From an optimization exercise on the open Yosys and OpenROAD flow, aimed at small area; shortcuts taken in it are not production practice. Only simulation tests tie the RTL to the original design; equivalence was not proved. Power and IR drop assume default switching activity.

==> 07-04 <==
// sa_array_top
module sa_array_top (
    input  logic         i_clk,
    input  logic         i_rstn,
    input  logic [31:0]  i_a_arr,         
    input  logic [31:0]  i_b_arr,         
    input  logic [95:0]  i_c_arr,         
    input  logic         i_reg_clear,
    input  logic         i_pipeline_en,
    input  logic [3:0]   i_cswitch_arr,
    input  logic         i_cscan_en,
    input  logic [1:0]   i_thres,
    output logic [95:0]  o_c_arr          
);
make LEC_CHECK=0 CAP_MARGIN=20 CORE_MARGIN=2 CORE_UTILIZATION=65 CTS_BUF_LIST=sky130_fd_sc_hd__clkbuf_16 CTS_CLUSTER_DIAMETER=120 CTS_CLUSTER_SIZE=24 GPL_TIMING_DRIVEN=0 PLACE_DENSITY=0.72 SETUP_SLACK_MARGIN=0.05 SLEW_MARGIN=20 SYNTH_HIERARCHICAL=1 SYNTH_MINIMUM_KEEP_SIZE=0 finish   # period 6.0 ns
run.sh (not shown) runs the stock make flow with config.mk's settings and CLKGATE_MAP_FILE= SYNTH_SCRIPT=/design/flow/synth_recipe.tcl, a recipe that flattens the netlist after the stock synthesis.
==> inputs of 06-05, as changes to 07-04 <==
==> flow/config.mk (replaced) <==
export PLATFORM = sky130hd
export DESIGN_NAME = sa_array_top
export DESIGN_NICKNAME = sa_array_top
export VERILOG_FILES = /design/flow/design.v
export SDC_FILE = /design/flow/constraint.sdc
export NUM_CORES = 4
export LEC_CHECK = 0
export CAP_MARGIN = 20
export CORE_MARGIN = 2
export CORE_UTILIZATION = 45
export PLACE_DENSITY = 0.6
export SLEW_MARGIN = 20
export SYNTH_HIERARCHICAL = 1
export SYNTH_MINIMUM_KEEP_SIZE = 0
==> inputs of 01-11, as changes to 07-04 <==
==> flow/config.mk (replaced) <==
export PLATFORM = sky130hd
export DESIGN_NAME = sa_array_top
export DESIGN_NICKNAME = sa_array_top
export VERILOG_FILES = /design/flow/design.v
export SDC_FILE = /design/flow/constraint.sdc
export NUM_CORES = 4
export LEC_CHECK = 0
export CAP_MARGIN = 20
export CORE_MARGIN = 2
export CORE_UTILIZATION = 55
export CTS_BUF_LIST = sky130_fd_sc_hd__clkbuf_8
export CTS_CLUSTER_SIZE = 20
export PLACE_DENSITY = 0.65
export SETUP_SLACK_MARGIN = 0.15
export SLEW_MARGIN = 20
export SYNTH_HIERARCHICAL = 1
export SYNTH_MINIMUM_KEEP_SIZE = 0
==> comparison <==
07-04 finished clean. 06-05 completed with no timing, DRC or antenna violations. 01-11 produced a clean layout. Between 06-05 and 07-04, the lower worst setup slack is in 07-04 (gap 0.050 ns). Between 01-11 and 06-05, the lower fmax is in 06-05 (gap about 2.4%, measured against 06-05). In 01-11 the final cell count is larger than in 07-04, by 6.9%. Register-to-register slack: 06-05 is higher than 07-04 (0.05 ns).
==> figures <==
metric                                                   07-04        06-05        01-11
Status                        no timing/DRC/antenna violations  no timing/DRC/antenna violations  no timing/DRC/antenna violations
Worst-case headroom to the max-slew limit               21.04%       17.25%       20.38%
Clock tree root buffer cell                          clkbuf_16    clkbuf_16     clkbuf_8
Met1 track demand over resource in global routing       51.07%       36.92%       45.21%
Multi-input gate area                              53,410 um^2  52,420 um^2  52,690 um^2
Placer Congestion                                       0.9129       0.8913       0.9091
Final core utilization                                  73.70%       52.56%       63.80%
Number of post-CTS setup repair buffers                     56            0            0
Non-filler instance count after layout                   9,336       10,360        9,978
Reg power frac                                           35.9%        30.9%        31.0%

---

==> inputs of indigo <==
sa_array_top, a different RTL version from the one above (not shown whole).
Settings: LEC_CHECK=0, CAP_MARGIN=20, CORE_MARGIN=2, CORE_UTILIZATION=75, CTS_BUF_LIST=sky130_fd_sc_hd__clkbuf_16, CTS_CLUSTER_DIAMETER=100, CTS_CLUSTER_SIZE=24, GPL_TIMING_DRIVEN=0, PLACE_DENSITY=0.8, SETUP_SLACK_MARGIN=0.05, SLEW_MARGIN=20, SYNTH_HIERARCHICAL=1, SYNTH_MINIMUM_KEEP_SIZE=0; clock period 6.0 ns.
==> inputs of onyx, as changes to indigo <==
--- a/flow/design.v
+++ b/flow/design.v
@@ -150,13 +150,13 @@
   sa_mac_fa u_s77 (.x(p16), .y(p23), .z(p30), .s(s77), .co(c78));
   wire s79;
   wire c80;
   sa_mac_fa u_s79 (.x(p37), .y(p44), .z(p51), .s(s79), .co(c80));
   wire s81;
   wire c82;
-  sa_mac_fa1 u_s81 (.x(p58), .y(c[8]), .s(s81), .co(c82));
+  sa_mac_fa u_s81 (.x(p58), .y(c[8]), .z(1'b1), .s(s81), .co(c82));
   wire s83;
   wire c84;
   sa_mac_fa u_s83 (.x(p24), .y(p31), .z(p38), .s(s83), .co(c84));
   wire s85;
   wire c86;
   sa_mac_fa u_s85 (.x(p45), .y(p52), .z(p59), .s(s85), .co(c86));
@@ -377,55 +377,72 @@
   assign s[11] = pp11 ^ G2_5;
   assign s[12] = pp12 ^ G2_6;
   assign s[13] = pp13 ^ G2_7;
   assign s[14] = pp14 ^ G3_8;
   assign s[15] = pp15 ^ G3_9;
   assign cy[16] = G3_10;
-  wire hi_inc, hi_dec;
-  sa_mac_hc u_hc (.x(c178), .y(cy[16]), .inc(hi_inc), .dec(hi_dec));
-  wire [7:0] ones, zeros;
-  sa_mac_oz u_oz (.c(c[23:16]), .ones(ones), .zeros(zeros));
-  sa_mac_hs u_hs0 (.c(c[16]), .one(ones[0]), .zero(zeros[0]), .inc(hi_inc), .dec(hi_dec), .s(s[16]));
-  sa_mac_hs u_hs1 (.c(c[17]), .one(ones[1]), .zero(zeros[1]), .inc(hi_inc), .dec(hi_dec), .s(s[17]));
-  sa_mac_hs u_hs2 (.c(c[18]), .one(ones[2]), .zero(zeros[2]), .inc(hi_inc), .dec(hi_dec), .s(s[18]));
-  sa_mac_hs u_hs3 (.c(c[19]), .one(ones[3]), .zero(zeros[3]), .inc(hi_inc), .dec(hi_dec), .s(s[19]));
-  sa_mac_hs u_hs4 (.c(c[20]), .one(ones[4]), .zero(zeros[4]), .inc(hi_inc), .dec(hi_dec), .s(s[20]));
-  sa_mac_hs u_hs5 (.c(c[21]), .one(ones[5]), .zero(zeros[5]), .inc(hi_inc), .dec(hi_dec), .s(s[21]));
-  sa_mac_hs u_hs6 (.c(c[22]), .one(ones[6]), .zero(zeros[6]), .inc(hi_inc), .dec(hi_dec), .s(s[22]));
-  sa_mac_hs u_hs7 (.c(c[23]), .one(ones[7]), .zero(zeros[7]), .inc(hi_inc), .dec(hi_dec), .s(s[23]));
+  wire hi_inc, hi_decn;
+  sa_mac_and2 u_inc (.a(c178), .b(cy[16]), .y(hi_inc));
+  sa_mac_or2 u_decn (.a(c178), .b(cy[16]), .y(hi_decn));
+  wire [7:0] ones, nz, t;
+  assign ones[1] = c[16];
+  assign nz[1] = c[16];
+  sa_mac_and2 u_o2 (.a(ones[1]), .b(c[17]), .y(ones[2]));
+  sa_mac_or2 u_z2 (.a(nz[1]), .b(c[17]), .y(nz[2]));
+  sa_mac_and2 u_o3 (.a(ones[2]), .b(c[18]), .y(ones[3]));
+  sa_mac_or2 u_z3 (.a(nz[2]), .b(c[18]), .y(nz[3]));
+  sa_mac_and2 u_o4 (.a(ones[3]), .b(c[19]), .y(ones[4]));
+  sa_mac_or2 u_z4 (.a(nz[3]), .b(c[19]), .y(nz[4]));
+  sa_mac_and2 u_o5 (.a(ones[4]), .b(c[20]), .y(ones[5]));
+  sa_mac_or2 u_z5 (.a(nz[4]), .b(c[20]), .y(nz[5]));
+  sa_mac_and2 u_o6 (.a(ones[5]), .b(c[21]), .y(ones[6]));
+  sa_mac_or2 u_z6 (.a(nz[5]), .b(c[21]), .y(nz[6]));
+  sa_mac_and2 u_o7 (.a(ones[6]), .b(c[22]), .y(ones[7]));
+  sa_mac_or2 u_z7 (.a(nz[6]), .b(c[22]), .y(nz[7]));
+  sa_mac_xnor2 u_t0 (.a(c178), .b(cy[16]), .y(t[0]));
+  sa_mac_sel u_t1 (.one(ones[1]), .inc(hi_inc), .nz(nz[1]), .decn(hi_decn), .t(t[1]));
+  sa_mac_sel u_t2 (.one(ones[2]), .inc(hi_inc), .nz(nz[2]), .decn(hi_decn), .t(t[2]));
+  sa_mac_sel u_t3 (.one(ones[3]), .inc(hi_inc), .nz(nz[3]), .decn(hi_decn), .t(t[3]));
+  sa_mac_sel u_t4 (.one(ones[4]), .inc(hi_inc), .nz(nz[4]), .decn(hi_decn), .t(t[4]));
+  sa_mac_sel u_t5 (.one(ones[5]), .inc(hi_inc), .nz(nz[5]), .decn(hi_decn), .t(t[5]));
+  sa_mac_sel u_t6 (.one(ones[6]), .inc(hi_inc), .nz(nz[6]), .decn(hi_decn), .t(t[6]));
+  sa_mac_sel u_t7 (.one(ones[7]), .inc(hi_inc), .nz(nz[7]), .decn(hi_decn), .t(t[7]));
+  sa_mac_xor2 u_x0 (.a(c[16]), .b(t[0]), .y(s[16]));
+  sa_mac_xor2 u_x1 (.a(c[17]), .b(t[1]), .y(s[17]));
+  sa_mac_xor2 u_x2 (.a(c[18]), .b(t[2]), .y(s[18]));
+  sa_mac_xor2 u_x3 (.a(c[19]), .b(t[3]), .y(s[19]));
+  sa_mac_xor2 u_x4 (.a(c[20]), .b(t[4]), .y(s[20]));
+  sa_mac_xor2 u_x5 (.a(c[21]), .b(t[5]), .y(s[21]));
+  sa_mac_xor2 u_x6 (.a(c[22]), .b(t[6]), .y(s[22]));
+  sa_mac_xor2 u_x7 (.a(c[23]), .b(t[7]), .y(s[23]));
 endmodule
 module sa_mac_fa (input x, input y, input z, output s, output co);
   assign s = x ^ y ^ z;
   assign co = (x & y) | (x & z) | (y & z);
 endmodule
-module sa_mac_fa1 (input x, input y, output s, output co);
-  assign s = ~(x ^ y);
-  assign co = x | y;
-endmodule
 module sa_mac_gp (input gh, input ph, input gl, input pl, output g, output p);
   assign g = gh | (ph & gl);
   assign p = ph & pl;
 endmodule
 module sa_mac_g (input gh, input ph, input gl, output g);
   assign g = gh | (ph & gl);
 endmodule
-module sa_mac_hc (input x, input y, output inc, output dec);
-  assign inc = x & y;
-  assign dec = ~(x | y);
+module sa_mac_sel (input one, input inc, input nz, input decn, output t);
+  assign t = (one & inc) | (~nz & ~decn);
+endmodule
+module sa_mac_and2 (input a, input b, output y);
+  assign y = a & b;
+endmodule
+module sa_mac_or2 (input a, input b, output y);
+  assign y = a | b;
 endmodule
-module sa_mac_oz (input [7:0] c, output [7:0] ones, output [7:0] zeros);
-  assign ones[0] = 1'b1;
-  assign zeros[0] = 1'b1;
-  genvar k;
-  generate for (k = 1; k < 8; k++) begin : g_ch
-    assign ones[k] = ones[k-1] & c[k-1];
-    assign zeros[k] = zeros[k-1] & ~c[k-1];
-  end endgenerate
+module sa_mac_xor2 (input a, input b, output y);
+  assign y = a ^ b;
 endmodule
-module sa_mac_hs (input c, input one, input zero, input inc, input dec, output s);
-  assign s = c ^ ((one & inc) | (zero & dec));
+module sa_mac_xnor2 (input a, input b, output y);
+  assign y = ~(a ^ b);
 endmodule
 module sa_mac_pp (input a, input b, input en, output p);
   assign p = a & b & en;
 endmodule
 module sa_mac_ppn (input a, input b, input en, output p);
   assign p = ~(a & b & en);
==> flow/flow/run.sh (new file) <==
#!/bin/bash
# The standard layout flow, with the port buffers made from the smallest
# buffer cell (buf_1) instead of the flow's default choice.
set -e
export BUFFER_PORTS_ARGS="-buffer_cell sky130_fd_sc_hd__buf_1"
bash standard.sh > standard.log 2>&1
==> flow/standard.sh (new file) <==
#!/bin/bash
# synth_recipe.tcl (not shown) runs the flow's synth.tcl, then flattens the netlist and writes it again
# the make line also repeats each setting of config.mk as NAME=value (left out here)
make -C /OpenROAD-flow-scripts/flow DESIGN_CONFIG=/design/flow/config.mk WORK_HOME=/design/flow/orfs CLKGATE_MAP_FILE= SYNTH_SCRIPT=/design/flow/synth_recipe.tcl "${@:-finish}"
- CAP_MARGIN: 20 -> 0
- CORE_UTILIZATION: 75 -> 58
- CTS_CLUSTER_DIAMETER: 100 -> 120
- PLACE_DENSITY: 0.8 -> 0.66
- SLEW_MARGIN: 20 -> 0
removed: flow/run.sh
==> inputs of zinc, as changes to indigo <==
--- a/flow/design.v
+++ b/flow/design.v
@@ -150,13 +150,13 @@
   sa_mac_fa u_s77 (.x(p16), .y(p23), .z(p30), .s(s77), .co(c78));
   wire s79;
   wire c80;
   sa_mac_fa u_s79 (.x(p37), .y(p44), .z(p51), .s(s79), .co(c80));
   wire s81;
   wire c82;
-  sa_mac_fa1 u_s81 (.x(p58), .y(c[8]), .s(s81), .co(c82));
+  sa_mac_fa u_s81 (.x(p58), .y(c[8]), .z(1'b1), .s(s81), .co(c82));
   wire s83;
   wire c84;
   sa_mac_fa u_s83 (.x(p24), .y(p31), .z(p38), .s(s83), .co(c84));
   wire s85;
   wire c86;
   sa_mac_fa u_s85 (.x(p45), .y(p52), .z(p59), .s(s85), .co(c86));
@@ -377,55 +377,72 @@
   assign s[11] = pp11 ^ G2_5;
   assign s[12] = pp12 ^ G2_6;
   assign s[13] = pp13 ^ G2_7;
   assign s[14] = pp14 ^ G3_8;
   assign s[15] = pp15 ^ G3_9;
   assign cy[16] = G3_10;
-  wire hi_inc, hi_dec;
-  sa_mac_hc u_hc (.x(c178), .y(cy[16]), .inc(hi_inc), .dec(hi_dec));
-  wire [7:0] ones, zeros;
-  sa_mac_oz u_oz (.c(c[23:16]), .ones(ones), .zeros(zeros));
-  sa_mac_hs u_hs0 (.c(c[16]), .one(ones[0]), .zero(zeros[0]), .inc(hi_inc), .dec(hi_dec), .s(s[16]));
-  sa_mac_hs u_hs1 (.c(c[17]), .one(ones[1]), .zero(zeros[1]), .inc(hi_inc), .dec(hi_dec), .s(s[17]));
-  sa_mac_hs u_hs2 (.c(c[18]), .one(ones[2]), .zero(zeros[2]), .inc(hi_inc), .dec(hi_dec), .s(s[18]));
-  sa_mac_hs u_hs3 (.c(c[19]), .one(ones[3]), .zero(zeros[3]), .inc(hi_inc), .dec(hi_dec), .s(s[19]));
-  sa_mac_hs u_hs4 (.c(c[20]), .one(ones[4]), .zero(zeros[4]), .inc(hi_inc), .dec(hi_dec), .s(s[20]));
-  sa_mac_hs u_hs5 (.c(c[21]), .one(ones[5]), .zero(zeros[5]), .inc(hi_inc), .dec(hi_dec), .s(s[21]));
-  sa_mac_hs u_hs6 (.c(c[22]), .one(ones[6]), .zero(zeros[6]), .inc(hi_inc), .dec(hi_dec), .s(s[22]));
-  sa_mac_hs u_hs7 (.c(c[23]), .one(ones[7]), .zero(zeros[7]), .inc(hi_inc), .dec(hi_dec), .s(s[23]));
+  wire hi_inc, hi_decn;
+  sa_mac_and2 u_inc (.a(c178), .b(cy[16]), .y(hi_inc));
+  sa_mac_or2 u_decn (.a(c178), .b(cy[16]), .y(hi_decn));
+  wire [7:0] ones, nz, t;
+  assign ones[1] = c[16];
+  assign nz[1] = c[16];
+  sa_mac_and2 u_o2 (.a(ones[1]), .b(c[17]), .y(ones[2]));
+  sa_mac_or2 u_z2 (.a(nz[1]), .b(c[17]), .y(nz[2]));
+  sa_mac_and2 u_o3 (.a(ones[2]), .b(c[18]), .y(ones[3]));
+  sa_mac_or2 u_z3 (.a(nz[2]), .b(c[18]), .y(nz[3]));
+  sa_mac_and2 u_o4 (.a(ones[3]), .b(c[19]), .y(ones[4]));
+  sa_mac_or2 u_z4 (.a(nz[3]), .b(c[19]), .y(nz[4]));
+  sa_mac_and2 u_o5 (.a(ones[4]), .b(c[20]), .y(ones[5]));
+  sa_mac_or2 u_z5 (.a(nz[4]), .b(c[20]), .y(nz[5]));
+  sa_mac_and2 u_o6 (.a(ones[5]), .b(c[21]), .y(ones[6]));
+  sa_mac_or2 u_z6 (.a(nz[5]), .b(c[21]), .y(nz[6]));
+  sa_mac_and2 u_o7 (.a(ones[6]), .b(c[22]), .y(ones[7]));
+  sa_mac_or2 u_z7 (.a(nz[6]), .b(c[22]), .y(nz[7]));
+  sa_mac_xnor2 u_t0 (.a(c178), .b(cy[16]), .y(t[0]));
+  sa_mac_sel u_t1 (.one(ones[1]), .inc(hi_inc), .nz(nz[1]), .decn(hi_decn), .t(t[1]));
+  sa_mac_sel u_t2 (.one(ones[2]), .inc(hi_inc), .nz(nz[2]), .decn(hi_decn), .t(t[2]));
+  sa_mac_sel u_t3 (.one(ones[3]), .inc(hi_inc), .nz(nz[3]), .decn(hi_decn), .t(t[3]));
+  sa_mac_sel u_t4 (.one(ones[4]), .inc(hi_inc), .nz(nz[4]), .decn(hi_decn), .t(t[4]));
+  sa_mac_sel u_t5 (.one(ones[5]), .inc(hi_inc), .nz(nz[5]), .decn(hi_decn), .t(t[5]));
+  sa_mac_sel u_t6 (.one(ones[6]), .inc(hi_inc), .nz(nz[6]), .decn(hi_decn), .t(t[6]));
+  sa_mac_sel u_t7 (.one(ones[7]), .inc(hi_inc), .nz(nz[7]), .decn(hi_decn), .t(t[7]));
+  sa_mac_xor2 u_x0 (.a(c[16]), .b(t[0]), .y(s[16]));
+  sa_mac_xor2 u_x1 (.a(c[17]), .b(t[1]), .y(s[17]));
+  sa_mac_xor2 u_x2 (.a(c[18]), .b(t[2]), .y(s[18]));
+  sa_mac_xor2 u_x3 (.a(c[19]), .b(t[3]), .y(s[19]));
+  sa_mac_xor2 u_x4 (.a(c[20]), .b(t[4]), .y(s[20]));
+  sa_mac_xor2 u_x5 (.a(c[21]), .b(t[5]), .y(s[21]));
+  sa_mac_xor2 u_x6 (.a(c[22]), .b(t[6]), .y(s[22]));
+  sa_mac_xor2 u_x7 (.a(c[23]), .b(t[7]), .y(s[23]));
 endmodule
 module sa_mac_fa (input x, input y, input z, output s, output co);
   assign s = x ^ y ^ z;
   assign co = (x & y) | (x & z) | (y & z);
 endmodule
-module sa_mac_fa1 (input x, input y, output s, output co);
-  assign s = ~(x ^ y);
-  assign co = x | y;
-endmodule
 module sa_mac_gp (input gh, input ph, input gl, input pl, output g, output p);
   assign g = gh | (ph & gl);
   assign p = ph & pl;
 endmodule
 module sa_mac_g (input gh, input ph, input gl, output g);
   assign g = gh | (ph & gl);
 endmodule
-module sa_mac_hc (input x, input y, output inc, output dec);
-  assign inc = x & y;
-  assign dec = ~(x | y);
+module sa_mac_sel (input one, input inc, input nz, input decn, output t);
+  assign t = (one & inc) | (~nz & ~decn);
+endmodule
+module sa_mac_and2 (input a, input b, output y);
+  assign y = a & b;
+endmodule
+module sa_mac_or2 (input a, input b, output y);
+  assign y = a | b;
 endmodule
-module sa_mac_oz (input [7:0] c, output [7:0] ones, output [7:0] zeros);
-  assign ones[0] = 1'b1;
-  assign zeros[0] = 1'b1;
-  genvar k;
-  generate for (k = 1; k < 8; k++) begin : g_ch
-    assign ones[k] = ones[k-1] & c[k-1];
-    assign zeros[k] = zeros[k-1] & ~c[k-1];
-  end endgenerate
+module sa_mac_xor2 (input a, input b, output y);
+  assign y = a ^ b;
 endmodule
-module sa_mac_hs (input c, input one, input zero, input inc, input dec, output s);
-  assign s = c ^ ((one & inc) | (zero & dec));
+module sa_mac_xnor2 (input a, input b, output y);
+  assign y = ~(a ^ b);
 endmodule
 module sa_mac_pp (input a, input b, input en, output p);
   assign p = a & b & en;
 endmodule
 module sa_mac_ppn (input a, input b, input en, output p);
   assign p = ~(a & b & en);
- CORE_UTILIZATION: 75 -> 65
- CTS_CLUSTER_DIAMETER: 100 -> 120
- PLACE_DENSITY: 0.8 -> 0.72
==> comparison <==
- The highest final cell count belongs to onyx, the lowest to indigo.
- Routed wire length: onyx > indigo > zinc.
- Between onyx and indigo, the lower synthesized cell count is in onyx (gap about 2.1%, measured against indigo).
- In clock-buffer cell count, zinc and onyx do not differ.
- Sequential power is about the same in zinc and onyx.
- onyx produced a layout that fails on max-capacitance violations, max-slew violations. zinc finished clean. indigo produced a clean layout.
- Core utilization, lowest first: onyx, zinc, indigo.
- Of indigo and onyx, indigo has the higher clock power (gap about 2%, measured against onyx).
- Clock skew, lowest first: onyx, zinc, indigo.
- Of onyx and indigo, indigo has the higher synthesized area (gap 0.93%, measured against indigo).
==> figures <==
quantity                                                                                           indigo            zinc                                             onyx
Result of the run                                                                          finished clean  finished clean                         finished with violations
Reasons for failing layout checks                                                                       -               -  max-capacitance violations, max-slew violations
Highest net fanout along the worst path                                                                30              13                                               65
Transition at the pin with the smallest max-transition slack                                      1.26 ns         1.27 ns                                          1.52 ns
Mean instance size in the synthesized netlist                                                   12.1 um^2       12.3 um^2                                        12.3 um^2
Number of multi-input combinational cells in the layout                                              5053            5037                                             5037
Total routing usage reported by global routing                                                      0.431           0.371                                            0.341
Die Ht                                                                                             334 um          357 um                                           378 um
Met1 Track Usage GR                                                                                 0.596           0.538                                            0.499
Number of buffers outside the clock class in the layout                                               392             358                                              406
Horizontal die dimension                                                                           334 um          357 um                                           378 um
Clock skew                                                                                      0.0330 ns       0.0243 ns                                        0.0240 ns
Share of the synthesized area in the top cell type                                                  0.343           0.346                                            0.346
Clock buffer count from CTS                                                                            54              52                                               53
Net total in the final layout                                                                        8475            8327                                             8376
Power per standard cell area                                                                  246 nW/um^2     288 nW/um^2                                      290 nW/um^2
Net switching power                                                                               8020 uW         9900 uW                                          9880 uW
Met3 Track Usage GR                                                                                 0.124          0.0863                                           0.0720
Routed wire length per instance                                                                   27.8 um         27.3 um                                          27.1 um
Post-CTS clock slew at the launch and capture registers of the worst setup and hold paths         0.10 ns         0.10 ns                                          0.11 ns

what the ideal ports hide:
The flow's constraints put no driver on any port. The routed layouts listed below were extracted and timed again, unchanged, in two steps.
Step 1, drivers: a clkbuf_16 drives i_clk and a buf_2 each remaining input, both assumed.
Step 2 adds t to the input delays and takes it off the output delays; t is the mean of the earliest and latest rising clock arrival at the registers after step 1. Input paths then give back, and output paths get back, about the clock's delay inside the block.
Slacks: ideal ports / drivers / drivers and shift; pairs: ideal ports / drivers.
| run | t (ns) | slack for setup (ns) | hold slack, ns | worst setup path after step 2 | worst slew at a driven data input, ns |
|---|---|---|---|---|---|
| 07-04 | 0.802 | 0.201 / 0.201 / 0.178 | 0.322 / 0.315 / 0.509 | input to register | 0.08 |
| 06-05 | 0.867 | 0.251 / 0.251 / 0.251 | 0.488 / 0.444 / 0.491 | register to register | 0.13 |
| 01-11 | 0.997 | 0.389 / 0.389 / 0.389 | 0.354 / 0.322 / 0.492 | register to register | 0.07 |
| indigo | 0.799 | 0.149 / 0.149 / 0.068 | 0.336 / 0.345 / 0.510 | input to register | 0.15 |
| onyx | 0.794 | 0.282 / 0.282 / 0.282 | 0.515 / 0.489 / 0.515 | register to register | 0.16 |
| zinc | 0.792 | 0.230 / 0.230 / -0.151 | 0.360 / 0.363 / 0.515 | input to register | 0.14 |
With both steps, setup timing fails in zinc, where it was met with ideal ports. For zinc, which loses most, drivers alone change the setup slack by 0.000 ns; drivers and shift together by -0.381 ns.
